Source: an optimization exercise on an open RTL-to-GDS flow (aim: small area, a short achievable clock period and few clock cycles per item). Production flows keep margins and buffers that such runs may drop. The RTL was checked by simulation tests, not by an equivalence proof against the original design.

### flow/config.mk
export PLATFORM = sky130hd
export DESIGN_NAME = angle_frame
export DESIGN_NICKNAME = angle_frame
export VERILOG_FILES = /design/flow/design.v
export SDC_FILE = /design/flow/constraint.sdc
export NUM_CORES = 8
export LEC_CHECK = 0
export CAP_MARGIN = 20
export CORE_MARGIN = 2
export CORE_UTILIZATION = 40
export CTS_BUF_LIST = sky130_fd_sc_hd__clkbuf_16
export CTS_CLUSTER_DIAMETER = 80
export CTS_CLUSTER_SIZE = 24
export SETUP_SLACK_MARGIN = 4.6
export SLEW_MARGIN = 20
export SYNTH_MEMORY_MAX_BITS = 65536
### flow/constraint.sdc
create_clock -name core_clock -period 8.0 [get_ports {clk}]
set_input_delay 1.6000 -clock core_clock [delete_from_list [all_inputs] [get_ports {clk}]]
set_output_delay 1.6000 -clock core_clock [all_outputs]
set_load 0.01 [all_outputs]
### flow/design.v
module atang(
	input             clk,
	input             load,       
	input      [11:0] x,
	input      [11:0] y,
	output     [31:0] z,
	output            far2,       
	output            far1,       
	output            dec         
    );
	reg  [32:0] xr;              
	reg  [34:6] rh;
	wire [34:0] rr = {rh, 6'd0};
	reg  [31:0] zr;
	reg  [31:1] t;               
	reg  [16:0] oh;              
	reg         dn;              
	wire d = rr[34];             
	wire dx = ~dn;
	wire [29:17] ohh = t[30:18] & ~t[29:17];
	wire [29:0] a = ({30{oh[0]}} & 30'h35214E63) |
	                ({30{oh[1]}} & 30'h1C128E80) |
	                ({30{oh[2]}} & 30'h0E400224) |
	                ({30{oh[3]}} & 30'h0727154C) |
	                ({30{oh[4]}} & 30'h03946F29) |
	                ({30{oh[5]}} & 30'h01CA5435) |
	                ({30{oh[6]}} & 30'h00E52D8D) |
	                ({30{oh[7]}} & 30'h007296C6) |
	                ({30{oh[8]}} & 30'h00394B63) |
	                ({30{oh[9]}} & 30'h001CA5B1) |
	                ({30{oh[10]}} & 30'h000E52D8) |
	                ({30{oh[11]}} & 30'h0007296C) |
	                ({30{oh[12]}} & 30'h000394B6) |
	                ({30{oh[13]}} & 30'h0001CA5B) |
	                ({30{oh[14]}} & 30'h0000E52D) |
	                ({30{oh[15]}} & 30'h00007296) |
	                ({30{oh[16]}} & 30'h0000394B) |
	                ({30{ohh[17]}} & 30'h00001CA5) |
	                ({30{ohh[18]}} & 30'h00000E52) |
	                ({30{ohh[19]}} & 30'h00000729) |
	                ({30{ohh[20]}} & 30'h00000394) |
	                ({30{ohh[21]}} & 30'h000001CA) |
	                ({30{ohh[22]}} & 30'h000000E5) |
	                ({30{ohh[23]}} & 30'h00000072) |
	                ({30{ohh[24]}} & 30'h00000039) |
	                ({30{ohh[25]}} & 30'h0000001C) |
	                ({30{ohh[26]}} & 30'h0000000E) |
	                ({30{ohh[27]}} & 30'h00000007) |
	                ({30{ohh[28]}} & 30'h00000003) |
	                ({30{ohh[29]}} & 30'h00000001);
	wire [32:0] xmask;
	assign xmask[0] = 1'b0;
	assign xmask[1] = t[1];
	assign xmask[2] = t[2];
	assign xmask[3] = t[3];
	assign xmask[4] = t[4];
	assign xmask[5] = t[5];
	assign xmask[6] = t[6];
	assign xmask[7] = t[7];
	assign xmask[8] = t[8];
	assign xmask[9] = t[9];
	assign xmask[10] = t[10];
	assign xmask[11] = t[11];
	assign xmask[12] = t[12];
	assign xmask[13] = t[13];
	assign xmask[14] = t[14];
	assign xmask[15] = t[15];
	assign xmask[16] = t[16];
	assign xmask[17] = t[17];
	assign xmask[18] = t[18];
	assign xmask[19] = t[19];
	assign xmask[20] = t[20];
	assign xmask[21] = t[21];
	assign xmask[22] = t[22];
	assign xmask[23] = t[23];
	assign xmask[24] = t[24];
	assign xmask[25] = t[25];
	assign xmask[26] = t[26];
	assign xmask[27] = t[27];
	assign xmask[28] = t[28];
	assign xmask[29] = t[29];
	assign xmask[30] = t[30];
	assign xmask[32:31] = 2'b11;
	wire [32:0] xm = xr & xmask;
	wire [32:0] ysh;
	assign ysh[0] = (oh[0] & rr[1]) | (oh[1] & rr[3]) | (oh[2] & rr[5]) | (oh[3] & rr[7]) | (oh[4] & rr[9]) | (oh[5] & rr[11]) | (oh[6] & rr[13]) | (oh[7] & rr[15]) | (oh[8] & rr[17]) | (oh[9] & rr[19]) | (oh[10] & rr[21]) | (oh[11] & rr[23]) | (oh[12] & rr[25]) | (oh[13] & rr[27]) | (oh[14] & rr[29]) | (oh[15] & rr[31]) | (oh[16] & rr[33]) | (rr[34] & ~t[17]);
	assign ysh[1] = (oh[0] & rr[2]) | (oh[1] & rr[4]) | (oh[2] & rr[6]) | (oh[3] & rr[8]) | (oh[4] & rr[10]) | (oh[5] & rr[12]) | (oh[6] & rr[14]) | (oh[7] & rr[16]) | (oh[8] & rr[18]) | (oh[9] & rr[20]) | (oh[10] & rr[22]) | (oh[11] & rr[24]) | (oh[12] & rr[26]) | (oh[13] & rr[28]) | (oh[14] & rr[30]) | (oh[15] & rr[32]) | (rr[34] & ~t[16]);
	assign ysh[2] = (oh[0] & rr[3]) | (oh[1] & rr[5]) | (oh[2] & rr[7]) | (oh[3] & rr[9]) | (oh[4] & rr[11]) | (oh[5] & rr[13]) | (oh[6] & rr[15]) | (oh[7] & rr[17]) | (oh[8] & rr[19]) | (oh[9] & rr[21]) | (oh[10] & rr[23]) | (oh[11] & rr[25]) | (oh[12] & rr[27]) | (oh[13] & rr[29]) | (oh[14] & rr[31]) | (oh[15] & rr[33]) | (rr[34] & ~t[16]);
	assign ysh[3] = (oh[0] & rr[4]) | (oh[1] & rr[6]) | (oh[2] & rr[8]) | (oh[3] & rr[10]) | (oh[4] & rr[12]) | (oh[5] & rr[14]) | (oh[6] & rr[16]) | (oh[7] & rr[18]) | (oh[8] & rr[20]) | (oh[9] & rr[22]) | (oh[10] & rr[24]) | (oh[11] & rr[26]) | (oh[12] & rr[28]) | (oh[13] & rr[30]) | (oh[14] & rr[32]) | (rr[34] & ~t[15]);
	assign ysh[4] = (oh[0] & rr[5]) | (oh[1] & rr[7]) | (oh[2] & rr[9]) | (oh[3] & rr[11]) | (oh[4] & rr[13]) | (oh[5] & rr[15]) | (oh[6] & rr[17]) | (oh[7] & rr[19]) | (oh[8] & rr[21]) | (oh[9] & rr[23]) | (oh[10] & rr[25]) | (oh[11] & rr[27]) | (oh[12] & rr[29]) | (oh[13] & rr[31]) | (oh[14] & rr[33]) | (rr[34] & ~t[15]);
	assign ysh[5] = (oh[0] & rr[6]) | (oh[1] & rr[8]) | (oh[2] & rr[10]) | (oh[3] & rr[12]) | (oh[4] & rr[14]) | (oh[5] & rr[16]) | (oh[6] & rr[18]) | (oh[7] & rr[20]) | (oh[8] & rr[22]) | (oh[9] & rr[24]) | (oh[10] & rr[26]) | (oh[11] & rr[28]) | (oh[12] & rr[30]) | (oh[13] & rr[32]) | (rr[34] & ~t[14]);
	assign ysh[6] = (oh[0] & rr[7]) | (oh[1] & rr[9]) | (oh[2] & rr[11]) | (oh[3] & rr[13]) | (oh[4] & rr[15]) | (oh[5] & rr[17]) | (oh[6] & rr[19]) | (oh[7] & rr[21]) | (oh[8] & rr[23]) | (oh[9] & rr[25]) | (oh[10] & rr[27]) | (oh[11] & rr[29]) | (oh[12] & rr[31]) | (oh[13] & rr[33]) | (rr[34] & ~t[14]);
	assign ysh[7] = (oh[0] & rr[8]) | (oh[1] & rr[10]) | (oh[2] & rr[12]) | (oh[3] & rr[14]) | (oh[4] & rr[16]) | (oh[5] & rr[18]) | (oh[6] & rr[20]) | (oh[7] & rr[22]) | (oh[8] & rr[24]) | (oh[9] & rr[26]) | (oh[10] & rr[28]) | (oh[11] & rr[30]) | (oh[12] & rr[32]) | (rr[34] & ~t[13]);
	assign ysh[8] = (oh[0] & rr[9]) | (oh[1] & rr[11]) | (oh[2] & rr[13]) | (oh[3] & rr[15]) | (oh[4] & rr[17]) | (oh[5] & rr[19]) | (oh[6] & rr[21]) | (oh[7] & rr[23]) | (oh[8] & rr[25]) | (oh[9] & rr[27]) | (oh[10] & rr[29]) | (oh[11] & rr[31]) | (oh[12] & rr[33]) | (rr[34] & ~t[13]);
	assign ysh[9] = (oh[0] & rr[10]) | (oh[1] & rr[12]) | (oh[2] & rr[14]) | (oh[3] & rr[16]) | (oh[4] & rr[18]) | (oh[5] & rr[20]) | (oh[6] & rr[22]) | (oh[7] & rr[24]) | (oh[8] & rr[26]) | (oh[9] & rr[28]) | (oh[10] & rr[30]) | (oh[11] & rr[32]) | (rr[34] & ~t[12]);
	assign ysh[10] = (oh[0] & rr[11]) | (oh[1] & rr[13]) | (oh[2] & rr[15]) | (oh[3] & rr[17]) | (oh[4] & rr[19]) | (oh[5] & rr[21]) | (oh[6] & rr[23]) | (oh[7] & rr[25]) | (oh[8] & rr[27]) | (oh[9] & rr[29]) | (oh[10] & rr[31]) | (oh[11] & rr[33]) | (rr[34] & ~t[12]);
	assign ysh[11] = (oh[0] & rr[12]) | (oh[1] & rr[14]) | (oh[2] & rr[16]) | (oh[3] & rr[18]) | (oh[4] & rr[20]) | (oh[5] & rr[22]) | (oh[6] & rr[24]) | (oh[7] & rr[26]) | (oh[8] & rr[28]) | (oh[9] & rr[30]) | (oh[10] & rr[32]) | (rr[34] & ~t[11]);
	assign ysh[12] = (oh[0] & rr[13]) | (oh[1] & rr[15]) | (oh[2] & rr[17]) | (oh[3] & rr[19]) | (oh[4] & rr[21]) | (oh[5] & rr[23]) | (oh[6] & rr[25]) | (oh[7] & rr[27]) | (oh[8] & rr[29]) | (oh[9] & rr[31]) | (oh[10] & rr[33]) | (rr[34] & ~t[11]);
	assign ysh[13] = (oh[0] & rr[14]) | (oh[1] & rr[16]) | (oh[2] & rr[18]) | (oh[3] & rr[20]) | (oh[4] & rr[22]) | (oh[5] & rr[24]) | (oh[6] & rr[26]) | (oh[7] & rr[28]) | (oh[8] & rr[30]) | (oh[9] & rr[32]) | (rr[34] & ~t[10]);
	assign ysh[14] = (oh[0] & rr[15]) | (oh[1] & rr[17]) | (oh[2] & rr[19]) | (oh[3] & rr[21]) | (oh[4] & rr[23]) | (oh[5] & rr[25]) | (oh[6] & rr[27]) | (oh[7] & rr[29]) | (oh[8] & rr[31]) | (oh[9] & rr[33]) | (rr[34] & ~t[10]);
	assign ysh[15] = (oh[0] & rr[16]) | (oh[1] & rr[18]) | (oh[2] & rr[20]) | (oh[3] & rr[22]) | (oh[4] & rr[24]) | (oh[5] & rr[26]) | (oh[6] & rr[28]) | (oh[7] & rr[30]) | (oh[8] & rr[32]) | (rr[34] & ~t[9]);
	assign ysh[16] = (oh[0] & rr[17]) | (oh[1] & rr[19]) | (oh[2] & rr[21]) | (oh[3] & rr[23]) | (oh[4] & rr[25]) | (oh[5] & rr[27]) | (oh[6] & rr[29]) | (oh[7] & rr[31]) | (oh[8] & rr[33]) | (rr[34] & ~t[9]);
	assign ysh[17] = (oh[0] & rr[18]) | (oh[1] & rr[20]) | (oh[2] & rr[22]) | (oh[3] & rr[24]) | (oh[4] & rr[26]) | (oh[5] & rr[28]) | (oh[6] & rr[30]) | (oh[7] & rr[32]) | (rr[34] & ~t[8]);
	assign ysh[18] = (oh[0] & rr[19]) | (oh[1] & rr[21]) | (oh[2] & rr[23]) | (oh[3] & rr[25]) | (oh[4] & rr[27]) | (oh[5] & rr[29]) | (oh[6] & rr[31]) | (oh[7] & rr[33]) | (rr[34] & ~t[8]);
	assign ysh[19] = (oh[0] & rr[20]) | (oh[1] & rr[22]) | (oh[2] & rr[24]) | (oh[3] & rr[26]) | (oh[4] & rr[28]) | (oh[5] & rr[30]) | (oh[6] & rr[32]) | (rr[34] & ~t[7]);
	assign ysh[20] = (oh[0] & rr[21]) | (oh[1] & rr[23]) | (oh[2] & rr[25]) | (oh[3] & rr[27]) | (oh[4] & rr[29]) | (oh[5] & rr[31]) | (oh[6] & rr[33]) | (rr[34] & ~t[7]);
	assign ysh[21] = (oh[0] & rr[22]) | (oh[1] & rr[24]) | (oh[2] & rr[26]) | (oh[3] & rr[28]) | (oh[4] & rr[30]) | (oh[5] & rr[32]) | (rr[34] & ~t[6]);
	assign ysh[22] = (oh[0] & rr[23]) | (oh[1] & rr[25]) | (oh[2] & rr[27]) | (oh[3] & rr[29]) | (oh[4] & rr[31]) | (oh[5] & rr[33]) | (rr[34] & ~t[6]);
	assign ysh[23] = (oh[0] & rr[24]) | (oh[1] & rr[26]) | (oh[2] & rr[28]) | (oh[3] & rr[30]) | (oh[4] & rr[32]) | (rr[34] & ~t[5]);
	assign ysh[24] = (oh[0] & rr[25]) | (oh[1] & rr[27]) | (oh[2] & rr[29]) | (oh[3] & rr[31]) | (oh[4] & rr[33]) | (rr[34] & ~t[5]);
	assign ysh[25] = (oh[0] & rr[26]) | (oh[1] & rr[28]) | (oh[2] & rr[30]) | (oh[3] & rr[32]) | (rr[34] & ~t[4]);
	assign ysh[26] = (oh[0] & rr[27]) | (oh[1] & rr[29]) | (oh[2] & rr[31]) | (oh[3] & rr[33]) | (rr[34] & ~t[4]);
	assign ysh[27] = (oh[0] & rr[28]) | (oh[1] & rr[30]) | (oh[2] & rr[32]) | (rr[34] & ~t[3]);
	assign ysh[28] = (oh[0] & rr[29]) | (oh[1] & rr[31]) | (oh[2] & rr[33]) | (rr[34] & ~t[3]);
	assign ysh[29] = (oh[0] & rr[30]) | (oh[1] & rr[32]) | (rr[34] & ~t[2]);
	assign ysh[30] = (oh[0] & rr[31]) | (oh[1] & rr[33]) | (rr[34] & ~t[2]);
	assign ysh[31] = (oh[0] & rr[32]) | (rr[34] & ~t[1]);
	assign ysh[32] = (oh[0] & rr[33]) | (rr[34] & ~t[1]);
	wire [34:6] rnext;
	wire [32:0] xnext;
	wire [31:0] znext;
	add29 radd(.a(rr[33:5]), .b({2'b00, xm[32:6]} ^ {29{~d}}), .ci(~d), .s(rnext));
	add33 xadd(.a(xr), .b(ysh ^ {33{dx}}), .ci(dx), .s(xnext));
	add32 zadd(.a(zr), .b({2'b00, a} ^ {32{dx}}), .ci(dx), .s(znext));
	wire [12:0] xy_sum, xy_dif;
	add13 sadd(.a({1'b0, x}), .b({1'b0, y}), .ci(1'b0), .s(xy_sum));
	add13 dadd(.a({1'b0, y}), .b(~{1'b0, x}), .ci(1'b1), .s(xy_dif));
	always @(posedge clk) begin
		t <= load ? 31'h7fffffff : {t[30:1], 1'b0};
		oh <= load ? 17'd1 : {oh[15:0], 1'b0};
		dn <= load ? ~xy_dif[12] : ~rnext[34];
		if (load) begin
			xr <= {1'b0, xy_sum, 19'b0};
			rh <= {{3{xy_dif[12]}}, xy_dif, 13'b0};
			zr <= 32'h5A000000;
		end else begin
			xr <= xnext;
			rh <= rnext;
			zr <= znext;
		end
	end
	wire [14:0] zl = zr[14:0] ^ {15{dn}};
	assign far2 = ~|a[29:14] & (zl >= {a[13:0], 1'b0});
	assign far1 = ~|a[29:15] & (zl >= a[14:0]);
	assign dec = dx;
	assign z = zr;
endmodule
module add29(input [28:0] a, input [28:0] b, input ci, output [28:0] s);
	wire [28:0] p0 = a ^ b;
	wire [28:0] g0 = a & b;
	wire gc0 = g0[0] | (p0[0] & ci);
	wire gn1 = g0[1] | (p0[1] & gc0);
	wire gn2 = g0[3] | (p0[3] & g0[2]);
	wire pn2 = p0[3] & p0[2];
	wire gn3 = g0[5] | (p0[5] & g0[4]);
	wire pn3 = p0[5] & p0[4];
	wire gn4 = g0[7] | (p0[7] & g0[6]);
	wire pn4 = p0[7] & p0[6];
	wire gn5 = g0[9] | (p0[9] & g0[8]);
	wire pn5 = p0[9] & p0[8];
	wire gn6 = g0[11] | (p0[11] & g0[10]);
	wire pn6 = p0[11] & p0[10];
	wire gn7 = g0[13] | (p0[13] & g0[12]);
	wire pn7 = p0[13] & p0[12];
	wire gn8 = g0[15] | (p0[15] & g0[14]);
	wire pn8 = p0[15] & p0[14];
	wire gn9 = g0[17] | (p0[17] & g0[16]);
	wire pn9 = p0[17] & p0[16];
	wire gn10 = g0[19] | (p0[19] & g0[18]);
	wire pn10 = p0[19] & p0[18];
	wire gn11 = g0[21] | (p0[21] & g0[20]);
	wire pn11 = p0[21] & p0[20];
	wire gn12 = g0[23] | (p0[23] & g0[22]);
	wire pn12 = p0[23] & p0[22];
	wire gn13 = g0[25] | (p0[25] & g0[24]);
	wire pn13 = p0[25] & p0[24];
	wire gn14 = g0[27] | (p0[27] & g0[26]);
	wire pn14 = p0[27] & p0[26];
	wire gn15 = g0[2] | (p0[2] & gn1);
	wire gn16 = gn2 | (pn2 & gn1);
	wire gn17 = g0[6] | (p0[6] & gn3);
	wire pn17 = p0[6] & pn3;
	wire gn18 = gn4 | (pn4 & gn3);
	wire pn18 = pn4 & pn3;
	wire gn19 = g0[10] | (p0[10] & gn5);
	wire pn19 = p0[10] & pn5;
	wire gn20 = gn6 | (pn6 & gn5);
	wire pn20 = pn6 & pn5;
	wire gn21 = g0[14] | (p0[14] & gn7);
	wire pn21 = p0[14] & pn7;
	wire gn22 = gn8 | (pn8 & gn7);
	wire pn22 = pn8 & pn7;
	wire gn23 = g0[18] | (p0[18] & gn9);
	wire pn23 = p0[18] & pn9;
	wire gn24 = gn10 | (pn10 & gn9);
	wire pn24 = pn10 & pn9;
	wire gn25 = g0[22] | (p0[22] & gn11);
	wire pn25 = p0[22] & pn11;
	wire gn26 = gn12 | (pn12 & gn11);
	wire pn26 = pn12 & pn11;
	wire gn27 = g0[26] | (p0[26] & gn13);
	wire pn27 = p0[26] & pn13;
	wire gn28 = gn14 | (pn14 & gn13);
	wire pn28 = pn14 & pn13;
	wire gn29 = g0[4] | (p0[4] & gn16);
	wire gn30 = gn3 | (pn3 & gn16);
	wire gn31 = gn17 | (pn17 & gn16);
	wire gn32 = gn18 | (pn18 & gn16);
	wire gn33 = g0[12] | (p0[12] & gn20);
	wire pn33 = p0[12] & pn20;
	wire gn34 = gn7 | (pn7 & gn20);
	wire pn34 = pn7 & pn20;
	wire gn35 = gn21 | (pn21 & gn20);
	wire pn35 = pn21 & pn20;
	wire gn36 = gn22 | (pn22 & gn20);
	wire pn36 = pn22 & pn20;
	wire gn37 = g0[20] | (p0[20] & gn24);
	wire pn37 = p0[20] & pn24;
	wire gn38 = gn11 | (pn11 & gn24);
	wire pn38 = pn11 & pn24;
	wire gn39 = gn25 | (pn25 & gn24);
	wire pn39 = pn25 & pn24;
	wire gn40 = gn26 | (pn26 & gn24);
	wire pn40 = pn26 & pn24;
	wire gn41 = g0[28] | (p0[28] & gn28);
	wire pn41 = p0[28] & pn28;
	wire gn42 = g0[8] | (p0[8] & gn32);
	wire gn43 = gn5 | (pn5 & gn32);
	wire gn44 = gn19 | (pn19 & gn32);
	wire gn45 = gn20 | (pn20 & gn32);
	wire gn46 = gn33 | (pn33 & gn32);
	wire gn47 = gn34 | (pn34 & gn32);
	wire gn48 = gn35 | (pn35 & gn32);
	wire gn49 = gn36 | (pn36 & gn32);
	wire gn50 = g0[24] | (p0[24] & gn40);
	wire pn50 = p0[24] & pn40;
	wire gn51 = gn13 | (pn13 & gn40);
	wire pn51 = pn13 & pn40;
	wire gn52 = gn27 | (pn27 & gn40);
	wire pn52 = pn27 & pn40;
	wire gn53 = gn28 | (pn28 & gn40);
	wire pn53 = pn28 & pn40;
	wire gn54 = gn41 | (pn41 & gn40);
	wire pn54 = pn41 & pn40;
	wire gn55 = g0[16] | (p0[16] & gn49);
	wire gn56 = gn9 | (pn9 & gn49);
	wire gn57 = gn23 | (pn23 & gn49);
	wire gn58 = gn24 | (pn24 & gn49);
	wire gn59 = gn37 | (pn37 & gn49);
	wire gn60 = gn38 | (pn38 & gn49);
	wire gn61 = gn39 | (pn39 & gn49);
	wire gn62 = gn40 | (pn40 & gn49);
	wire gn63 = gn50 | (pn50 & gn49);
	wire gn64 = gn51 | (pn51 & gn49);
	wire gn65 = gn52 | (pn52 & gn49);
	wire gn66 = gn53 | (pn53 & gn49);
	wire gn67 = gn54 | (pn54 & gn49);
	wire [28:0] c;
	assign c[0] = ci;
	assign c[1] = gc0;
	assign c[2] = gn1;
	assign c[3] = gn15;
	assign c[4] = gn16;
	assign c[5] = gn29;
	assign c[6] = gn30;
	assign c[7] = gn31;
	assign c[8] = gn32;
	assign c[9] = gn42;
	assign c[10] = gn43;
	assign c[11] = gn44;
	assign c[12] = gn45;
	assign c[13] = gn46;
	assign c[14] = gn47;
	assign c[15] = gn48;
	assign c[16] = gn49;
	assign c[17] = gn55;
	assign c[18] = gn56;
	assign c[19] = gn57;
	assign c[20] = gn58;
	assign c[21] = gn59;
	assign c[22] = gn60;
	assign c[23] = gn61;
	assign c[24] = gn62;
	assign c[25] = gn63;
	assign c[26] = gn64;
	assign c[27] = gn65;
	assign c[28] = gn66;
	assign s = p0 ^ c;
endmodule
module add33(input [32:0] a, input [32:0] b, input ci, output [32:0] s);
	wire [32:0] p0 = a ^ b;
	wire [32:0] g0 = a & b;
	wire gc0 = g0[0] | (p0[0] & ci);
	wire gn1 = g0[1] | (p0[1] & gc0);
	wire gn2 = g0[3] | (p0[3] & g0[2]);
	wire pn2 = p0[3] & p0[2];
	wire gn3 = g0[5] | (p0[5] & g0[4]);
	wire pn3 = p0[5] & p0[4];
	wire gn4 = g0[7] | (p0[7] & g0[6]);
	wire pn4 = p0[7] & p0[6];
	wire gn5 = g0[9] | (p0[9] & g0[8]);
	wire pn5 = p0[9] & p0[8];
	wire gn6 = g0[11] | (p0[11] & g0[10]);
	wire pn6 = p0[11] & p0[10];
	wire gn7 = g0[13] | (p0[13] & g0[12]);
	wire pn7 = p0[13] & p0[12];
	wire gn8 = g0[15] | (p0[15] & g0[14]);
	wire pn8 = p0[15] & p0[14];
	wire gn9 = g0[17] | (p0[17] & g0[16]);
	wire pn9 = p0[17] & p0[16];
	wire gn10 = g0[19] | (p0[19] & g0[18]);
	wire pn10 = p0[19] & p0[18];
	wire gn11 = g0[21] | (p0[21] & g0[20]);
	wire pn11 = p0[21] & p0[20];
	wire gn12 = g0[23] | (p0[23] & g0[22]);
	wire pn12 = p0[23] & p0[22];
	wire gn13 = g0[25] | (p0[25] & g0[24]);
	wire pn13 = p0[25] & p0[24];
	wire gn14 = g0[27] | (p0[27] & g0[26]);
	wire pn14 = p0[27] & p0[26];
	wire gn15 = g0[29] | (p0[29] & g0[28]);
	wire pn15 = p0[29] & p0[28];
	wire gn16 = g0[31] | (p0[31] & g0[30]);
	wire pn16 = p0[31] & p0[30];
	wire gn17 = g0[2] | (p0[2] & gn1);
	wire gn18 = gn2 | (pn2 & gn1);
	wire gn19 = g0[6] | (p0[6] & gn3);
	wire pn19 = p0[6] & pn3;
	wire gn20 = gn4 | (pn4 & gn3);
	wire pn20 = pn4 & pn3;
	wire gn21 = g0[10] | (p0[10] & gn5);
	wire pn21 = p0[10] & pn5;
	wire gn22 = gn6 | (pn6 & gn5);
	wire pn22 = pn6 & pn5;
	wire gn23 = g0[14] | (p0[14] & gn7);
	wire pn23 = p0[14] & pn7;
	wire gn24 = gn8 | (pn8 & gn7);
	wire pn24 = pn8 & pn7;
	wire gn25 = g0[18] | (p0[18] & gn9);
	wire pn25 = p0[18] & pn9;
	wire gn26 = gn10 | (pn10 & gn9);
	wire pn26 = pn10 & pn9;
	wire gn27 = g0[22] | (p0[22] & gn11);
	wire pn27 = p0[22] & pn11;
	wire gn28 = gn12 | (pn12 & gn11);
	wire pn28 = pn12 & pn11;
	wire gn29 = g0[26] | (p0[26] & gn13);
	wire pn29 = p0[26] & pn13;
	wire gn30 = gn14 | (pn14 & gn13);
	wire pn30 = pn14 & pn13;
	wire gn31 = g0[30] | (p0[30] & gn15);
	wire pn31 = p0[30] & pn15;
	wire gn32 = gn16 | (pn16 & gn15);
	wire pn32 = pn16 & pn15;
	wire gn33 = g0[4] | (p0[4] & gn18);
	wire gn34 = gn3 | (pn3 & gn18);
	wire gn35 = gn19 | (pn19 & gn18);
	wire gn36 = gn20 | (pn20 & gn18);
	wire gn37 = g0[12] | (p0[12] & gn22);
	wire pn37 = p0[12] & pn22;
	wire gn38 = gn7 | (pn7 & gn22);
	wire pn38 = pn7 & pn22;
	wire gn39 = gn23 | (pn23 & gn22);
	wire pn39 = pn23 & pn22;
	wire gn40 = gn24 | (pn24 & gn22);
	wire pn40 = pn24 & pn22;
	wire gn41 = g0[20] | (p0[20] & gn26);
	wire pn41 = p0[20] & pn26;
	wire gn42 = gn11 | (pn11 & gn26);
	wire pn42 = pn11 & pn26;
	wire gn43 = gn27 | (pn27 & gn26);
	wire pn43 = pn27 & pn26;
	wire gn44 = gn28 | (pn28 & gn26);
	wire pn44 = pn28 & pn26;
	wire gn45 = g0[28] | (p0[28] & gn30);
	wire pn45 = p0[28] & pn30;
	wire gn46 = gn15 | (pn15 & gn30);
	wire pn46 = pn15 & pn30;
	wire gn47 = gn31 | (pn31 & gn30);
	wire pn47 = pn31 & pn30;
	wire gn48 = gn32 | (pn32 & gn30);
	wire pn48 = pn32 & pn30;
	wire gn49 = g0[8] | (p0[8] & gn36);
	wire gn50 = gn5 | (pn5 & gn36);
	wire gn51 = gn21 | (pn21 & gn36);
	wire gn52 = gn22 | (pn22 & gn36);
	wire gn53 = gn37 | (pn37 & gn36);
	wire gn54 = gn38 | (pn38 & gn36);
	wire gn55 = gn39 | (pn39 & gn36);
	wire gn56 = gn40 | (pn40 & gn36);
	wire gn57 = g0[24] | (p0[24] & gn44);
	wire pn57 = p0[24] & pn44;
	wire gn58 = gn13 | (pn13 & gn44);
	wire pn58 = pn13 & pn44;
	wire gn59 = gn29 | (pn29 & gn44);
	wire pn59 = pn29 & pn44;
	wire gn60 = gn30 | (pn30 & gn44);
	wire pn60 = pn30 & pn44;
	wire gn61 = gn45 | (pn45 & gn44);
	wire pn61 = pn45 & pn44;
	wire gn62 = gn46 | (pn46 & gn44);
	wire pn62 = pn46 & pn44;
	wire gn63 = gn47 | (pn47 & gn44);
	wire pn63 = pn47 & pn44;
	wire gn64 = gn48 | (pn48 & gn44);
	wire pn64 = pn48 & pn44;
	wire gn65 = g0[16] | (p0[16] & gn56);
	wire gn66 = gn9 | (pn9 & gn56);
	wire gn67 = gn25 | (pn25 & gn56);
	wire gn68 = gn26 | (pn26 & gn56);
	wire gn69 = gn41 | (pn41 & gn56);
	wire gn70 = gn42 | (pn42 & gn56);
	wire gn71 = gn43 | (pn43 & gn56);
	wire gn72 = gn44 | (pn44 & gn56);
	wire gn73 = gn57 | (pn57 & gn56);
	wire gn74 = gn58 | (pn58 & gn56);
	wire gn75 = gn59 | (pn59 & gn56);
	wire gn76 = gn60 | (pn60 & gn56);
	wire gn77 = gn61 | (pn61 & gn56);
	wire gn78 = gn62 | (pn62 & gn56);
	wire gn79 = gn63 | (pn63 & gn56);
	wire gn80 = gn64 | (pn64 & gn56);
	wire gn81 = g0[32] | (p0[32] & gn80);
	wire [32:0] c;
	assign c[0] = ci;
	assign c[1] = gc0;
	assign c[2] = gn1;
	assign c[3] = gn17;
	assign c[4] = gn18;
	assign c[5] = gn33;
	assign c[6] = gn34;
	assign c[7] = gn35;
	assign c[8] = gn36;
	assign c[9] = gn49;
	assign c[10] = gn50;
	assign c[11] = gn51;
	assign c[12] = gn52;
	assign c[13] = gn53;
	assign c[14] = gn54;
	assign c[15] = gn55;
	assign c[16] = gn56;
	assign c[17] = gn65;
	assign c[18] = gn66;
	assign c[19] = gn67;
	assign c[20] = gn68;
	assign c[21] = gn69;
	assign c[22] = gn70;
	assign c[23] = gn71;
	assign c[24] = gn72;
	assign c[25] = gn73;
	assign c[26] = gn74;
	assign c[27] = gn75;
	assign c[28] = gn76;
	assign c[29] = gn77;
	assign c[30] = gn78;
	assign c[31] = gn79;
	assign c[32] = gn80;
	assign s = p0 ^ c;
endmodule
module add32(input [31:0] a, input [31:0] b, input ci, output [31:0] s);
	wire [31:0] p0 = a ^ b;
	wire [31:0] g0 = a & b;
	wire gc0 = g0[0] | (p0[0] & ci);
	wire gn1 = g0[1] | (p0[1] & gc0);
	wire gn2 = g0[3] | (p0[3] & g0[2]);
	wire pn2 = p0[3] & p0[2];
	wire gn3 = g0[5] | (p0[5] & g0[4]);
	wire pn3 = p0[5] & p0[4];
	wire gn4 = g0[7] | (p0[7] & g0[6]);
	wire pn4 = p0[7] & p0[6];
	wire gn5 = g0[9] | (p0[9] & g0[8]);
	wire pn5 = p0[9] & p0[8];
	wire gn6 = g0[11] | (p0[11] & g0[10]);
	wire pn6 = p0[11] & p0[10];
	wire gn7 = g0[13] | (p0[13] & g0[12]);
	wire pn7 = p0[13] & p0[12];
	wire gn8 = g0[15] | (p0[15] & g0[14]);
	wire pn8 = p0[15] & p0[14];
	wire gn9 = g0[17] | (p0[17] & g0[16]);
	wire pn9 = p0[17] & p0[16];
	wire gn10 = g0[19] | (p0[19] & g0[18]);
	wire pn10 = p0[19] & p0[18];
	wire gn11 = g0[21] | (p0[21] & g0[20]);
	wire pn11 = p0[21] & p0[20];
	wire gn12 = g0[23] | (p0[23] & g0[22]);
	wire pn12 = p0[23] & p0[22];
	wire gn13 = g0[25] | (p0[25] & g0[24]);
	wire pn13 = p0[25] & p0[24];
	wire gn14 = g0[27] | (p0[27] & g0[26]);
	wire pn14 = p0[27] & p0[26];
	wire gn15 = g0[29] | (p0[29] & g0[28]);
	wire pn15 = p0[29] & p0[28];
	wire gn16 = g0[31] | (p0[31] & g0[30]);
	wire pn16 = p0[31] & p0[30];
	wire gn17 = g0[2] | (p0[2] & gn1);
	wire gn18 = gn2 | (pn2 & gn1);
	wire gn19 = g0[6] | (p0[6] & gn3);
	wire pn19 = p0[6] & pn3;
	wire gn20 = gn4 | (pn4 & gn3);
	wire pn20 = pn4 & pn3;
	wire gn21 = g0[10] | (p0[10] & gn5);
	wire pn21 = p0[10] & pn5;
	wire gn22 = gn6 | (pn6 & gn5);
	wire pn22 = pn6 & pn5;
	wire gn23 = g0[14] | (p0[14] & gn7);
	wire pn23 = p0[14] & pn7;
	wire gn24 = gn8 | (pn8 & gn7);
	wire pn24 = pn8 & pn7;
	wire gn25 = g0[18] | (p0[18] & gn9);
	wire pn25 = p0[18] & pn9;
	wire gn26 = gn10 | (pn10 & gn9);
	wire pn26 = pn10 & pn9;
	wire gn27 = g0[22] | (p0[22] & gn11);
	wire pn27 = p0[22] & pn11;
	wire gn28 = gn12 | (pn12 & gn11);
	wire pn28 = pn12 & pn11;
	wire gn29 = g0[26] | (p0[26] & gn13);
	wire pn29 = p0[26] & pn13;
	wire gn30 = gn14 | (pn14 & gn13);
	wire pn30 = pn14 & pn13;
	wire gn31 = g0[30] | (p0[30] & gn15);
	wire pn31 = p0[30] & pn15;
	wire gn32 = gn16 | (pn16 & gn15);
	wire pn32 = pn16 & pn15;
	wire gn33 = g0[4] | (p0[4] & gn18);
	wire gn34 = gn3 | (pn3 & gn18);
	wire gn35 = gn19 | (pn19 & gn18);
	wire gn36 = gn20 | (pn20 & gn18);
	wire gn37 = g0[12] | (p0[12] & gn22);
	wire pn37 = p0[12] & pn22;
	wire gn38 = gn7 | (pn7 & gn22);
	wire pn38 = pn7 & pn22;
	wire gn39 = gn23 | (pn23 & gn22);
	wire pn39 = pn23 & pn22;
	wire gn40 = gn24 | (pn24 & gn22);
	wire pn40 = pn24 & pn22;
	wire gn41 = g0[20] | (p0[20] & gn26);
	wire pn41 = p0[20] & pn26;
	wire gn42 = gn11 | (pn11 & gn26);
	wire pn42 = pn11 & pn26;
	wire gn43 = gn27 | (pn27 & gn26);
	wire pn43 = pn27 & pn26;
	wire gn44 = gn28 | (pn28 & gn26);
	wire pn44 = pn28 & pn26;
	wire gn45 = g0[28] | (p0[28] & gn30);
	wire pn45 = p0[28] & pn30;
	wire gn46 = gn15 | (pn15 & gn30);
	wire pn46 = pn15 & pn30;
	wire gn47 = gn31 | (pn31 & gn30);
	wire pn47 = pn31 & pn30;
	wire gn48 = gn32 | (pn32 & gn30);
	wire pn48 = pn32 & pn30;
	wire gn49 = g0[8] | (p0[8] & gn36);
	wire gn50 = gn5 | (pn5 & gn36);
	wire gn51 = gn21 | (pn21 & gn36);
	wire gn52 = gn22 | (pn22 & gn36);
	wire gn53 = gn37 | (pn37 & gn36);
	wire gn54 = gn38 | (pn38 & gn36);
	wire gn55 = gn39 | (pn39 & gn36);
	wire gn56 = gn40 | (pn40 & gn36);
	wire gn57 = g0[24] | (p0[24] & gn44);
	wire pn57 = p0[24] & pn44;
	wire gn58 = gn13 | (pn13 & gn44);
	wire pn58 = pn13 & pn44;
	wire gn59 = gn29 | (pn29 & gn44);
	wire pn59 = pn29 & pn44;
	wire gn60 = gn30 | (pn30 & gn44);
	wire pn60 = pn30 & pn44;
	wire gn61 = gn45 | (pn45 & gn44);
	wire pn61 = pn45 & pn44;
	wire gn62 = gn46 | (pn46 & gn44);
	wire pn62 = pn46 & pn44;
	wire gn63 = gn47 | (pn47 & gn44);
	wire pn63 = pn47 & pn44;
	wire gn64 = gn48 | (pn48 & gn44);
	wire pn64 = pn48 & pn44;
	wire gn65 = g0[16] | (p0[16] & gn56);
	wire gn66 = gn9 | (pn9 & gn56);
	wire gn67 = gn25 | (pn25 & gn56);
	wire gn68 = gn26 | (pn26 & gn56);
	wire gn69 = gn41 | (pn41 & gn56);
	wire gn70 = gn42 | (pn42 & gn56);
	wire gn71 = gn43 | (pn43 & gn56);
	wire gn72 = gn44 | (pn44 & gn56);
	wire gn73 = gn57 | (pn57 & gn56);
	wire gn74 = gn58 | (pn58 & gn56);
	wire gn75 = gn59 | (pn59 & gn56);
	wire gn76 = gn60 | (pn60 & gn56);
	wire gn77 = gn61 | (pn61 & gn56);
	wire gn78 = gn62 | (pn62 & gn56);
	wire gn79 = gn63 | (pn63 & gn56);
	wire gn80 = gn64 | (pn64 & gn56);
	wire [31:0] c;
	assign c[0] = ci;
	assign c[1] = gc0;
	assign c[2] = gn1;
	assign c[3] = gn17;
	assign c[4] = gn18;
	assign c[5] = gn33;
	assign c[6] = gn34;
	assign c[7] = gn35;
	assign c[8] = gn36;
	assign c[9] = gn49;
	assign c[10] = gn50;
	assign c[11] = gn51;
	assign c[12] = gn52;
	assign c[13] = gn53;
	assign c[14] = gn54;
	assign c[15] = gn55;
	assign c[16] = gn56;
	assign c[17] = gn65;
	assign c[18] = gn66;
	assign c[19] = gn67;
	assign c[20] = gn68;
	assign c[21] = gn69;
	assign c[22] = gn70;
	assign c[23] = gn71;
	assign c[24] = gn72;
	assign c[25] = gn73;
	assign c[26] = gn74;
	assign c[27] = gn75;
	assign c[28] = gn76;
	assign c[29] = gn77;
	assign c[30] = gn78;
	assign c[31] = gn79;
	assign s = p0 ^ c;
endmodule
module add13(input [12:0] a, input [12:0] b, input ci, output [12:0] s);
	wire [12:0] p0 = a ^ b;
	wire [12:0] g0 = a & b;
	wire gc0 = g0[0] | (p0[0] & ci);
	wire gn1 = g0[1] | (p0[1] & gc0);
	wire gn2 = g0[3] | (p0[3] & g0[2]);
	wire pn2 = p0[3] & p0[2];
	wire gn3 = g0[5] | (p0[5] & g0[4]);
	wire pn3 = p0[5] & p0[4];
	wire gn4 = g0[7] | (p0[7] & g0[6]);
	wire pn4 = p0[7] & p0[6];
	wire gn5 = g0[9] | (p0[9] & g0[8]);
	wire pn5 = p0[9] & p0[8];
	wire gn6 = g0[11] | (p0[11] & g0[10]);
	wire pn6 = p0[11] & p0[10];
	wire gn7 = g0[2] | (p0[2] & gn1);
	wire gn8 = gn2 | (pn2 & gn1);
	wire gn9 = g0[6] | (p0[6] & gn3);
	wire pn9 = p0[6] & pn3;
	wire gn10 = gn4 | (pn4 & gn3);
	wire pn10 = pn4 & pn3;
	wire gn11 = g0[10] | (p0[10] & gn5);
	wire pn11 = p0[10] & pn5;
	wire gn12 = gn6 | (pn6 & gn5);
	wire pn12 = pn6 & pn5;
	wire gn13 = g0[4] | (p0[4] & gn8);
	wire gn14 = gn3 | (pn3 & gn8);
	wire gn15 = gn9 | (pn9 & gn8);
	wire gn16 = gn10 | (pn10 & gn8);
	wire gn17 = g0[12] | (p0[12] & gn12);
	wire pn17 = p0[12] & pn12;
	wire gn18 = g0[8] | (p0[8] & gn16);
	wire gn19 = gn5 | (pn5 & gn16);
	wire gn20 = gn11 | (pn11 & gn16);
	wire gn21 = gn12 | (pn12 & gn16);
	wire gn22 = gn17 | (pn17 & gn16);
	wire [12:0] c;
	assign c[0] = ci;
	assign c[1] = gc0;
	assign c[2] = gn1;
	assign c[3] = gn7;
	assign c[4] = gn8;
	assign c[5] = gn13;
	assign c[6] = gn14;
	assign c[7] = gn15;
	assign c[8] = gn16;
	assign c[9] = gn18;
	assign c[10] = gn19;
	assign c[11] = gn20;
	assign c[12] = gn21;
	assign s = p0 ^ c;
endmodule
module conv_dec_ascii(
	input  [16:0] d_in,
	output [20:0] digits     
    );
	wire [6:0] i = d_in[16:10];
	wire [9:0] f = d_in[9:0];
	wire [13:0] m1 = {1'b0, f, 3'b0} + {3'b0, f, 1'b0};
	wire [13:0] m2 = {1'b0, m1[9:0], 3'b0} + {3'b0, m1[9:0], 1'b0};
	wire [13:0] m3 = {1'b0, m2[9:0], 3'b0} + {3'b0, m2[9:0], 1'b0};
	wire [3:0] qh = m1[13:10];
	wire [3:0] qt = m2[13:10];
	wire [3:0] qo = m3[13:10];
	wire [3:0] it = (i >= 7'd120) ? 4'd12 : (i >= 7'd110) ? 4'd11 : (i >= 7'd100) ? 4'd10 :
	                (i >= 7'd90) ? 4'd9 : (i >= 7'd80) ? 4'd8 : (i >= 7'd70) ? 4'd7 :
	                (i >= 7'd60) ? 4'd6 : (i >= 7'd50) ? 4'd5 : (i >= 7'd40) ? 4'd4 :
	                (i >= 7'd30) ? 4'd3 : (i >= 7'd20) ? 4'd2 : (i >= 7'd10) ? 4'd1 : 4'd0;
	wire [6:0] io = i - {it, 3'b0} - {2'b0, it, 1'b0};
	wire       ih = it[3] & (it[2] | it[1]);
	wire [8:0] ti = {ih, ih ? it - 4'd10 : it, io[3:0]};
	assign digits = {ti, qh, qt, qo};
endmodule
module CRC(
	input  [20:0] digits,    
	output [7:0]  crc
    );
	function [7:0] crc8;
		input [47:0] m;
		integer k;
		reg [7:0] c;
		reg fb;
		begin
			c = 8'h80;
			for (k = 47; k >= 0; k = k - 1) begin
				fb = c[7] ^ m[k];
				c = {c[6:0], 1'b0} ^ (fb ? 8'h31 : 8'h00);
			end
			crc8 = c;
		end
	endfunction
	wire [47:0] text = {7'b0011000, digits[20], 4'h3, digits[19:16], 4'h3, digits[15:12],
	                    4'h3, digits[11:8], 4'h3, digits[7:4], 4'h3, digits[3:0]};
	assign crc = crc8(text);
endmodule
module angle_frame(
	input clk,
	input rst,
	input start,
	input [11:0] x,
	input [11:0] y,
	output [55:0] frame,
	output frame_valid
    );
	reg        busy;
	reg        valid;
	reg  [20:0] dig;
	reg  [7:0]  crc_hi;          
	wire [31:0] z;
	wire [20:0] dig_next;
	wire [7:0]  crc_hi_next, crc_lo, crc_0;
	wire        far2, far1, dec;
	atang Arctg_alg(.clk(clk), .load(start), .x(x), .y(y), .z(z),
	                .far2(far2), .far1(far1), .dec(dec));
	conv_dec_ascii Conversie(.d_in(z[31:15]), .digits(dig_next));
	CRC crc_a(.digits({dig_next[20:4], 4'd0}), .crc(crc_hi_next));
	CRC crc_b(.digits({17'd0, dig[3:0]}), .crc(crc_lo));
	CRC crc_c(.digits(21'd0), .crc(crc_0));
	reg        pend;
	reg        dprev;
	wire       late = pend & (dec ^ dprev);
	wire       live = busy & ~late;
	always @(posedge clk) begin
		dig <= dig_next;
		crc_hi <= crc_hi_next;
		dprev <= dec;
		if (rst) begin
			busy  <= 1'b0;
			valid <= 1'b0;
			pend  <= 1'b0;
		end else begin
			busy  <= start | (live & ~far2);
			valid <= live & far2;
			pend  <= live & ~far2 & far1;
		end
	end
	assign frame = {7'b0011000, dig[20], 4'h3, dig[19:16], 4'h3, dig[15:12],
	                4'h3, dig[11:8], 4'h3, dig[7:4], 4'h3, dig[3:0],
	                crc_hi ^ crc_lo ^ crc_0};
	assign frame_valid = valid | late;
endmodule
### flow/flow/run.sh
#!/bin/bash
# Layout flow: the standard synthesis, then the combinational logic
# (everything but the flip-flops, which keep their names and cells) is
# re-mapped by ABC with an area-recovering script; then the standard
# layout from the netlist, with sky130_fd_sc_hd__buf_2 port buffers.
# Every tool's output goes to a log file in this folder.
set -euo pipefail
bash standard.sh synth > flow_synth.log 2>&1
R=orfs/results/sky130hd/angle_frame/base
cp $R/1_2_yosys.v $R/1_2_yosys_standard.v
LIB=$FLOW_HOME/platforms/sky130hd/lib/sky130_fd_sc_hd__tt_025C_1v80.lib
sed -e "s#@IN@#$R/1_2_yosys_standard.v#" -e "s#@OUT@#$R/1_2_yosys.v#" \
    -e "s#@LIB@#$LIB#g" -e "s#@ABC@#flow/resynth.abc#" flow/resynth.ys > resynth.ys
yosys -l yosys_resynth.log -q resynth.ys > /dev/null 2>&1
bash standard.sh BUFFER_PORTS_ARGS="-buffer_cell sky130_fd_sc_hd__buf_2" finish > flow_finish.log 2>&1
### flow/flow/resynth.abc
strash
dch
map -B 0.2
topo
dnsize
### flow/flow/resynth.ys
read_liberty -overwrite -ignore_miss_func @LIB@
read_verilog -overwrite @IN@
hierarchy -top angle_frame
setattr -mod -set keep_hierarchy 1 sky130_fd_sc_hd__df*
flatten
opt_clean
abc -script @ABC@ -liberty @LIB@ -dont_use sky130_fd_sc_hd__lpflow_bleeder_1 -dont_use sky130_fd_sc_hd__lpflow_clkbufkapwr_1 -dont_use sky130_fd_sc_hd__lpflow_clkbufkapwr_16 -dont_use sky130_fd_sc_hd__lpflow_clkbufkapwr_2 -dont_use sky130_fd_sc_hd__lpflow_clkbufkapwr_4 -dont_use sky130_fd_sc_hd__lpflow_clkbufkapwr_8 -dont_use sky130_fd_sc_hd__lpflow_clkinvkapwr_1 -dont_use sky130_fd_sc_hd__lpflow_clkinvkapwr_16 -dont_use sky130_fd_sc_hd__lpflow_clkinvkapwr_2 -dont_use sky130_fd_sc_hd__lpflow_clkinvkapwr_4 -dont_use sky130_fd_sc_hd__lpflow_clkinvkapwr_8 -dont_use sky130_fd_sc_hd__lpflow_decapkapwr_12 -dont_use sky130_fd_sc_hd__lpflow_decapkapwr_3 -dont_use sky130_fd_sc_hd__lpflow_decapkapwr_4 -dont_use sky130_fd_sc_hd__lpflow_decapkapwr_6 -dont_use sky130_fd_sc_hd__lpflow_decapkapwr_8 -dont_use sky130_fd_sc_hd__lpflow_inputiso0n_1 -dont_use sky130_fd_sc_hd__lpflow_inputiso0p_1 -dont_use sky130_fd_sc_hd__lpflow_inputiso1n_1 -dont_use sky130_fd_sc_hd__lpflow_inputiso1p_1 -dont_use sky130_fd_sc_hd__lpflow_inputisolatch_1 -dont_use sky130_fd_sc_hd__lpflow_isobufsrc_1 -dont_use sky130_fd_sc_hd__lpflow_isobufsrc_16 -dont_use sky130_fd_sc_hd__lpflow_isobufsrc_2 -dont_use sky130_fd_sc_hd__lpflow_isobufsrc_4 -dont_use sky130_fd_sc_hd__lpflow_isobufsrc_8 -dont_use sky130_fd_sc_hd__lpflow_isobufsrckapwr_16 -dont_use sky130_fd_sc_hd__lpflow_lsbuf_lh_hl_isowell_tap_1 -dont_use sky130_fd_sc_hd__lpflow_lsbuf_lh_hl_isowell_tap_2 -dont_use sky130_fd_sc_hd__lpflow_lsbuf_lh_hl_isowell_tap_4 -dont_use sky130_fd_sc_hd__lpflow_lsbuf_lh_isowell_4 -dont_use sky130_fd_sc_hd__lpflow_lsbuf_lh_isowell_tap_1 -dont_use sky130_fd_sc_hd__lpflow_lsbuf_lh_isowell_tap_2 -dont_use sky130_fd_sc_hd__lpflow_lsbuf_lh_isowell_tap_4 -dont_use sky130_fd_sc_hd__probe_p_8 -dont_use sky130_fd_sc_hd__probec_p_8 
opt_clean -purge
hilomap -singleton -hicell sky130_fd_sc_hd__conb_1 HI -locell sky130_fd_sc_hd__conb_1 LO
setundef -zero
splitnets
opt_clean -purge
stat -liberty @LIB@
delete =sky130_fd_sc_hd__*
write_verilog -noattr -noexpr -nohex -nodec @OUT@
### flow/standard.sh
#!/bin/bash
# synth_recipe.tcl (not shown) runs the flow's synth.tcl, then flattens the netlist and writes it again
# the make line also repeats each setting of config.mk as NAME=value (left out here)
make -C /OpenROAD-flow-scripts/flow DESIGN_CONFIG=/design/flow/config.mk WORK_HOME=/design/flow/orfs CLKGATE_MAP_FILE= SYNTH_SCRIPT=/design/flow/synth_recipe.tcl "${@:-finish}"
==> results of run 1 <==
path summary, 6_finish.rpt:
check / endpoint / startpoint / cells past startpoint / slack, ns
setup reg to reg: Arctg_alg.xr[20]$_DFF_P_ / Arctg_alg.rh[34]$_DFF_P_ / 18 / 4.80
hold / removal: Arctg_alg.t[3]$_SDFF_PP1_ / Arctg_alg.t[2]$_SDFF_PP1_ / 2 / 0.44
hold reg to reg: Arctg_alg.t[3]$_SDFF_PP1_ / Arctg_alg.t[2]$_SDFF_PP1_ / 2 / 0.44
setup / recovery: Arctg_alg.xr[26]$_DFF_P_ / x[1] / 19 / 4.51
metal layers:
| layer | global-route usage (%) | up-vias | routed length [um] |
|---|---|---|---|
| met5 | 0 | - | 0 |
| met4 | 11.4 | 0 | 2010 |
| met3 | 5.19 | 165 | 4300 |
| met2 | 43.4 | 797 | 23900 |
| met1 | 36.4 | 8077 | 23700 |
| li1 | - | 8683 | - |
stage by stage:
stage | hold WS [ns] | cells
2_1_floorplan | 0.411 | 2475
3_3_place_gp | 0.417 | 3004
3_5_place_dp | 0.425 | 3004
4_1_cts | 0.436 | 3079
5_1_grt | 0.459 | 3111
6_report | 0.435 | 3111
cells in the final DEF, fill, tap and decap left out, types with 11 or more instances in the layout:
cell type and instances:
dfxtp_4 19, a21oi_1 130, nor2_1 300, nand3_1 180
nor3_1 49, o211ai_1 15, xor2_1 109, xnor2_1 38
o22ai_1 62, nor2_2 22, nand2_2 12, buf_4 77
a21oi_2 15, or2_2 25, clkinv_2 14, nand2_1 552
o21ai_1 17, o221ai_1 11, a31oi_1 15, clkbuf_16 18
clkinv_1 282, nand4_1 65, buf_2 48, o21ai_0 97
conb_1 27, and2_1 13, dfxtp_1 125, a221oi_1 15
dfxtp_2 30, nand3b_1 11, nor3_2 11, a22oi_1 39
what timing repair did:
| action | 4_1_cts | 5_1_grt |
|---|---|---|
| pin swaps | 34 | 38 |
| gates resized for setup | 121 | 196 |
| setup endpoints to repair | 76 | 67 |
| buffers inserted | 43 | 31 |
| cloned | 0 | 1 |
flip-flops by register name, summed over array words and instances, names as in the netlist, 8 cells and up:
signal        flops
Arctg_alg.xr     33
Arctg_alg.t      30
Arctg_alg.zr     32
crc_hi            8
Arctg_alg.oh     16
Arctg_alg.rh     29
dig              21
worst max-delay path: cells and delay by family:
kind | cells | cell delay (ns)
compound gates | 6 | 0.67
buf+inv | 7 | 0.88
simple gates | 6 | 0.69
layout make-up:
class | count | area [sq um]
Fill cell | 3734 | 18400
Multi-Input combinational cell | 1976 | 10900
Sequential cell | 174 | 3590
Inverter | 324 | 1350
Timing Repair Buffer | 137 | 991
Tap cell | 468 | 586
Clock buffer | 17 | 425
Clock inverter | 15 | 131
==> summary.md, run 1 <==
| Metric | Value |
|---|---|
| Total track usage | `27.3%` |
| # hold bufs at CTS | `0` |
| Proportion of layout cells with a drive suffix above 1 | `16.2%` |
| Type of origin of the critical path | `input port` |
| Largest net degree at the start of global routing | `57` |
| Synthesized area | `0.0147 sq mm` |
| Port buffer count | `56` |
| IO Pins | `84` |
| Most used cell, CP | `buf_4` |
| Post-DP HPWL | `38300 um` |
| Total gr overflow | `0` |
| Worst-path clk slew | `0.07 ns` |
| Max FO, Critical Path | `4` |
| FP Rows | `70` |
| Ys Warns | `3` |
| Max Cap Viol | `0` |
| CP max stage delay | `0.18 ns` |
| Least-Margin Pin Slew | `0.691 ns` |
| CTS max path bufs | `2` |
| Gpl congestion | `1.02` |
| HP Class | `register to register` |
| Final Skew | `0.0176 ns` |
| Slowest CP cell | `nor2_2` |
| Number of buffers created by CTS | `17` |
| Initial Util | `40.4%` |
| TritonCTS clock tree | `built` |
| RSZ-0062 raised after global routing | `yes` |
| Final Hold Vio Count | `0` |
| Via density | `5.70` |
| Vias in the first global route | `16.3k` |
| Critical path cell sequence | `buf_4, nor2_4, a21oi_4, nor2_2, nor3_4, a21oi_2, o21bai_2, nand2_1, a21oi_2, buf_4, buf_4, buf_4, buf_4, buf_4, buf_4, nor3_1, o21ai_0, o2111ai_1, nand2_1` |
| Antenna-violating nets left | `0` |
| Status | `complete, no violations` |
| Synthesis-to-layout area growth | `22.4%` |
| Max-slew violation count | `0` |
| H-tree Lvls | `4` |
| Final instance area | `0.0180 sq mm` |
| Setup WS post-layout | `4.51 ns` |
| Highest Clock Rate | `286 MHz` |
| DP Area | `0.0158 sq mm` |
| DRT Pass-1 Iters | `7` |
| Clock root cell | `clkbuf_16` |
| Die H | `196 um` |
| CP Data Required Time | `8.36 ns` |
| Clk Latency, worst-skew pair | `0.47 ns` |
| DRT Wirelength | `53900 um` |
| Finished Core Util | `49.5%` |
| Number of clock sinks | `174` |
| Setup Viol. Count Final | `0` |
| Arrival time of the worst setup path | `3.85 ns` |
| Die ar. | `0.0383 sq mm` |
| Initial antenna violation count | `1` |
| Post-layout min period | `3.49 ns` |
| Die span in x | `196 um` |
| First-pass GRT wire length | `84500 um` |
| Nets | `2657` |
| Number of DRC markers in iteration 0 | `1675` |
| Diodes inserted | `0` |
| Critical path capture point type | `register` |
| DRC viols | `0` |
| Core area | `0.0363 sq mm` |
| Final cycle utilization of the critical path | `43.7%` |
| Routed len/inst | `17.3 um` |
| Instance count of the mapped netlist | `2450` |
| Max-slew headroom | `53.9%` |
| Critical path class | `input port to register` |
| Syn Area/Cell | `6.00 sq um` |
| Place WS | `3.37 ns` |
| Via count | `17.7k` |
| Total negative slack | `0 ns` |
Testbench counts, summed over its fixed seeds: cycles 155,428, frames 8,000.
==> run 2: changes to the inputs <==
--- a/flow/config.mk
+++ b/flow/config.mk
@@ -12,4 +12,5 @@
 export CTS_CLUSTER_DIAMETER = 80
 export CTS_CLUSTER_SIZE = 24
+export PLACE_DENSITY = 0.5
 export SETUP_SLACK_MARGIN = 4.6
 export SLEW_MARGIN = 20
==> summary.md, run 2 <==
| Metric | Value |
|---|---|
| Status | `complete, no violations` |
| Diodes inserted | `0 (unchanged)` |
| Initial antenna violation count | `0 (-1)` |
| Type of origin of the critical path | `input port` |
| Number of clock sinks | `174 (unchanged)` |
| Setup Viol. Count Final | `0 (unchanged)` |
| RSZ-0062 raised after global routing | `yes` |
| CP Data Required Time | `8.36 ns (about the same)` |
| R2R setup slack | `4.67 ns (-0.13 ns)` |
| Worst Reg2Reg Path Length in Cells | `17 (-1)` |
| Critical Path Sink | `Arctg_alg.xr[30]$_DFF_P_` |
| Total gr overflow | `0 (unchanged)` |
| DRC viols | `0 (unchanged)` |
| Commonest non-fill, non-tap cell in the layout | `nand2_1` |
| Clock root cell | `clkbuf_16` |
| Instance count of the mapped netlist | `2450 (unchanged)` |
| Proportion of layout cells with a drive suffix above 1 | `16.8% (+0.62 points)` |
| FP Rows | `70 (unchanged)` |
| Number of DRC markers in iteration 0 | `1448 (-14%)` |
| Worst hold margin | `0.435 ns (-0.000566 ns)` |
| Total negative slack | `0 ns (unchanged)` |
| Max-slew headroom | `40.4% (-14 points)` |
| Max Cap Viol | `0 (unchanged)` |
| Highest Clock Rate | `290 MHz (+1.3%)` |
| CTS max path bufs | `2 (unchanged)` |
| Worst-path clk slew | `0.08 ns (about the same)` |
| Synthesis-to-layout area growth | `23.2%` |
| DRT Wirelength | `56000 um (+3.8%)` |
| Most frequent cells in the layout | `nand2_1, nor2_1, clkinv_1` |
| Nets | `2660 (+0.11%)` |
| Syn Area/Cell | `6.00 sq um (unchanged)` |
| Fill count | `3871 (+3.7%)` |
| TritonCTS clock tree | `built` |
| Die H | `196 um (unchanged)` |
| Top reg by flops | `Arctg_alg.xr` |
| Critical path class | `input port to register` |
| Least-Margin Pin Slew | `0.895 ns (+0.203 ns)` |
| Vias in the first global route | `16.0k (-2.0%)` |
| Antenna-violating nets left | `0 (unchanged)` |
| Final cycle utilization of the critical path | `43.1% (-0.57 points)` |
| Finished Core Util | `49.8% (+0.32 points)` |
| Post-layout min period | `3.45 ns (-0.0453 ns)` |
| Clk Latency, worst-skew pair | `0.47 ns (about the same)` |
| First-pass GRT wire length | `86400 um (+2.2%)` |
| FF-to-FF Start | `Arctg_alg.rh[34]$_DFF_P_` |
| Ys Warns | `3 (unchanged)` |
| Number of buffers created by CTS | `17 (unchanged)` |
| Max FO, Critical Path | `3 (-1)` |
| Number of flip-flops in the largest register | `33 (unchanged)` |
| HP Class | `register to register` |
| Post-DP HPWL | `40400 um (+5.5%)` |
| Critical path capture point type | `register` |
| Synthesized area | `0.0147 sq mm (unchanged)` |
| H-tree Lvls | `4 (unchanged)` |
| Largest net degree at the start of global routing | `77 (+35%)` |
| DRT Pass-1 Iters | `8 (+1)` |
| Gpl congestion | `0.954 (-6.8%)` |
| Worst R2R End | `Arctg_alg.xr[32]$_SDFF_PP0_` |
| IO Pins | `84 (unchanged)` |
| Arrival time of the worst setup path | `3.81 ns (-0.04 ns)` |
| Die ar. | `0.0383 sq mm (unchanged)` |
| Port buffer count | `56 (unchanged)` |
| # hold bufs at CTS | `0 (unchanged)` |
| Via count | `17.4k (-1.6%)` |
| Routed len/inst | `18.0 um (+3.7%)` |
| Initial Util | `40.4% (unchanged)` |
| Top flop regs | `Arctg_alg.xr x33, Arctg_alg.zr x32, Arctg_alg.t x30` |
| Total track usage | `28.5% (+1.1 points)` |
| Core area | `0.0363 sq mm (unchanged)` |
| Final Hold Vio Count | `0 (unchanged)` |
| Final Skew | `0.0136 ns (-0.00401 ns)` |
| Crit path launch | `x[0]` |
| Max-slew violation count | `0 (unchanged)` |
| Via density | `5.60 (-1.6%)` |
| Die span in x | `196 um (unchanged)` |
[run 2: worst min path at each step]
stage                                         start                        end  slack [ns]  depth (start not counted)
after floorplan           Arctg_alg.t[2]$_SDFF_PP1_  Arctg_alg.t[3]$_SDFF_PP1_        0.41                          2
after global placement    Arctg_alg.t[2]$_SDFF_PP1_  Arctg_alg.t[3]$_SDFF_PP1_        0.43                          2
after detailed placement  Arctg_alg.t[3]$_SDFF_PP1_  Arctg_alg.t[4]$_SDFF_PP1_        0.43                          2
after CTS                 Arctg_alg.t[3]$_SDFF_PP1_  Arctg_alg.t[4]$_SDFF_PP1_        0.43                          2
after global routing      Arctg_alg.t[3]$_SDFF_PP1_  Arctg_alg.t[4]$_SDFF_PP1_        0.45                          2
final                     Arctg_alg.t[3]$_SDFF_PP1_  Arctg_alg.t[4]$_SDFF_PP1_        0.43                          2
[run 2: timing repair]
item                                    4_1_cts  5_1_grt
buffers inserted                             28       49
hold endpoints to repair                      0        0
pin swaps                                    24       58
resized for setup                           111      228
endpoints found under the setup margin      105       68
cloned                                        0        2
[run 2: cell type report]
| cell class | instances | area, sq um | area share, % |
|---|---|---|---|
| timing repair inverter | 1 | 7.51 | 0.0415 |
| tap | 468 | 586 | 3.24 |
| timing repair buffer | 139 | 1050 | 5.82 |
| inverter | 324 | 1410 | 7.80 |
| sequential | 174 | 3600 | 19.9 |
| clock inverter | 15 | 126 | 0.698 |
| clock buffer | 17 | 425 | 2.35 |
| multi-input combinational | 1976 | 10900 | 60.2 |
[run 2: metal layers]
layer	share of wire (%)	track usage (%)
met5	0	0
met4	3.1	10.3
met3	6.9	4.69
met2	43	44.5
met1	47	39.6
[run 2: per-stage QoR]
step | worst slack, ns | cell area (sq um) | instances
floorplan | 4.39 | 14900 | 2475
global placement | 3.41 | 15800 | 3003
detailed placement | 3.42 | 15800 | 3003
CTS | 4.51 | 16900 | 3063
global route | 4.39 | 18100 | 3114
finish | 4.55 | 18100 | 3114
[run 2: critical path, stage by stage]
cell      delay (ns)
buf_8           0.08
nand2_4         0.06
a21oi_4         0.17
nor2_2          0.07
nor3_2          0.22
a21oi_2         0.07
o21bai_1        0.16
nand2_1         0.11
a21oi_2         0.18
nor2_2          0.06
o21bai_1        0.19
o21bai_1        0.13
o21ba_2         0.26
a21oi_4         0.19
a21oi_2         0.07
o21ai_1         0.11
o21ai_1         0.07
==> run 3: changes to the inputs <==
==> flow/flow/resynth.abc (replaced) <==
strash
dch
map -B 0.1
topo
stime -c
upsize -c
dnsize -c
--- a/flow/config.mk
+++ b/flow/config.mk
@@ -12,5 +12,4 @@
 export CTS_CLUSTER_DIAMETER = 80
 export CTS_CLUSTER_SIZE = 24
-export PLACE_DENSITY = 0.5
 export SETUP_SLACK_MARGIN = 4.6
 export SLEW_MARGIN = 20
==> summary.md, run 3 <==
| Metric | Value |
|---|---|
| Syn Area/Cell | `6.32 sq um (+5.5%)` |
| Number of clock sinks | `174 (unchanged)` |
| Number of buffers created by CTS | `17 (unchanged)` |
| Crit path launch | `y[1]` |
| Die span in x | `202 um (+3.1%)` |
| Total negative slack | `0 ns (unchanged)` |
| Fill count | `4021 (+3.9%)` |
| Max FO, Critical Path | `3 (unchanged)` |
| Finished Core Util | `46.6% (-3.2 points)` |
| IO Pins | `84 (unchanged)` |
| DP Cell Count | `3077 (+2.5%)` |
| Least-Margin Pin Slew | `0.911 ns (+0.0166 ns)` |
| # hold bufs at CTS | `0 (unchanged)` |
| Total track usage | `26.5% (-2.0 points)` |
| Routed len/inst | `17.3 um (-3.7%)` |
| Clock root cell | `clkbuf_16` |
| Total gr overflow | `0 (unchanged)` |
| Antenna-violating nets left | `0 (unchanged)` |
| Commonest non-fill, non-tap cell in the layout | `nand2_1` |
| FF-to-FF Start | `Arctg_alg.rh[31]$_DFF_P_` |
| Nets | `2624 (-1.4%)` |
| Crit path buf inv count | `1 (unchanged)` |
| Worst hold margin | `0.434 ns (-0.000223 ns)` |
| Setup Viol. Count Final | `0 (unchanged)` |
| CTS max path bufs | `2 (unchanged)` |
| Worst-path clk slew | `0.07 ns (about the same)` |
| Hold wc startpoint | `Arctg_alg.t[3]$_SDFF_PP1_` |
| Die H | `202 um (+3.1%)` |
| TritonCTS clock tree | `built` |
| Highest Clock Rate | `299 MHz (+3.3%)` |
| Port buffer count | `56 (unchanged)` |
| Post-route insts no fill | `3128 (+0.45%)` |
| Type of origin of the critical path | `input port` |
| Number of flip-flops in the largest register | `33 (unchanged)` |
| Max-slew violation count | `0 (unchanged)` |
| Synthesized area | `0.0156 sq mm (+6.4%)` |
| Critical path capture point type | `register` |
| CP Data Required Time | `8.35 ns (about the same)` |
| Post-layout min period | `3.34 ns (-0.110 ns)` |
| DRT Pass-1 Iters | `6 (-2)` |
| Via count | `17.7k (+1.7%)` |
| Diodes inserted | `0 (unchanged)` |
| Status | `complete, no violations` |
| First-pass GRT wire length | `87200 um (+0.93%)` |
| Gpl congestion | `0.968 (+1.5%)` |
| Final cycle utilization of the critical path | `41.7% (-1.4 points)` |
-- run 3: stage by stage --
stage	instance area [sq um]	setup slack (ns)
finish	18000	4.66
global route	18000	4.50
CTS	17500	4.61
detailed placement	16800	3.89
global placement	16800	3.96
floorplan	15800	4.49
-- run 3: worst register-to-register path, delay by kind of cell (launching register included) --
kind | cells | cell delay, ns
AND/OR/NAND/NOR | 10 | 1.12
AO/OA/AOI/OAI | 6 | 1.11
flip-flops | 1 | 0.59
buffers and inverters | 1 | 0.31
-- run 3: final cells by class --
class	count	area, sq um	area share (%)
Timing Repair Buffer	82	581	3.23
Clock inverter	15	144	0.799
Tap cell	518	648	3.60
Sequential cell	174	3550	19.7
Inverter	314	1300	7.24
Clock buffer	17	425	2.36
Multi-Input combinational cell	2008	11300	63.0
-- run 3: what timing repair did --
| item | CTS | global route |
|---|---|---|
| buffers inserted | 5 | 14 |
| endpoints found under the setup margin | 49 | 55 |
| pin swaps | 5 | 29 |
| resized for setup | 18 | 117 |
-- run 3: routing by layer --
| layer | share of wire (%) | track usage (%) |
|---|---|---|
| met5 | 0 | 0 |
| met4 | 3.0 | 9.22 |
| met3 | 7.8 | 6.19 |
| met2 | 44 | 42.6 |
| met1 | 45 | 34.7 |
-- run 3: worst paths after layout --
path         cells past startpoint                         to
max                             17   Arctg_alg.xr[30]$_DFF_P_
min                              2  Arctg_alg.t[4]$_SDFF_PP1_
max reg2reg                     17   Arctg_alg.xr[25]$_DFF_P_
min reg2reg                      2  Arctg_alg.t[4]$_SDFF_PP1_

[afterwards: timing with drivers on the ports]
The results above use ideal ports. As a check the final layouts listed here were re-extracted and re-timed, cells and wires unchanged.
Step 1 assumes that a clkbuf_16 drives the clock port and a buf_2 every other input.
Step 2 times the ports against the registers' clock, not the clock port: input delays grow and output delays shrink by t, the midpoint of the rising clock arrivals with the driver on.
Slacks: ideal / step 1 / step 2; pairs: ideal / step 1.
run	shift t [ns]	setup slack, ns	hold slack, ns	worst setup path after step 2
run 1	0.518	4.505 / 4.542 / 4.023	0.435 / 0.435 / 0.435	input to register
run 2	0.518	4.550 / 4.553 / 4.035	0.435 / 0.435 / 0.435	input to register
run 3	0.510	4.660 / 4.659 / 4.149	0.434 / 0.434 / 0.434	input to register
After both steps every run listed still meets setup and hold. The setup slack of run 2, which loses most, moves by +0.003 ns with the drivers and by -0.515 ns with both steps.
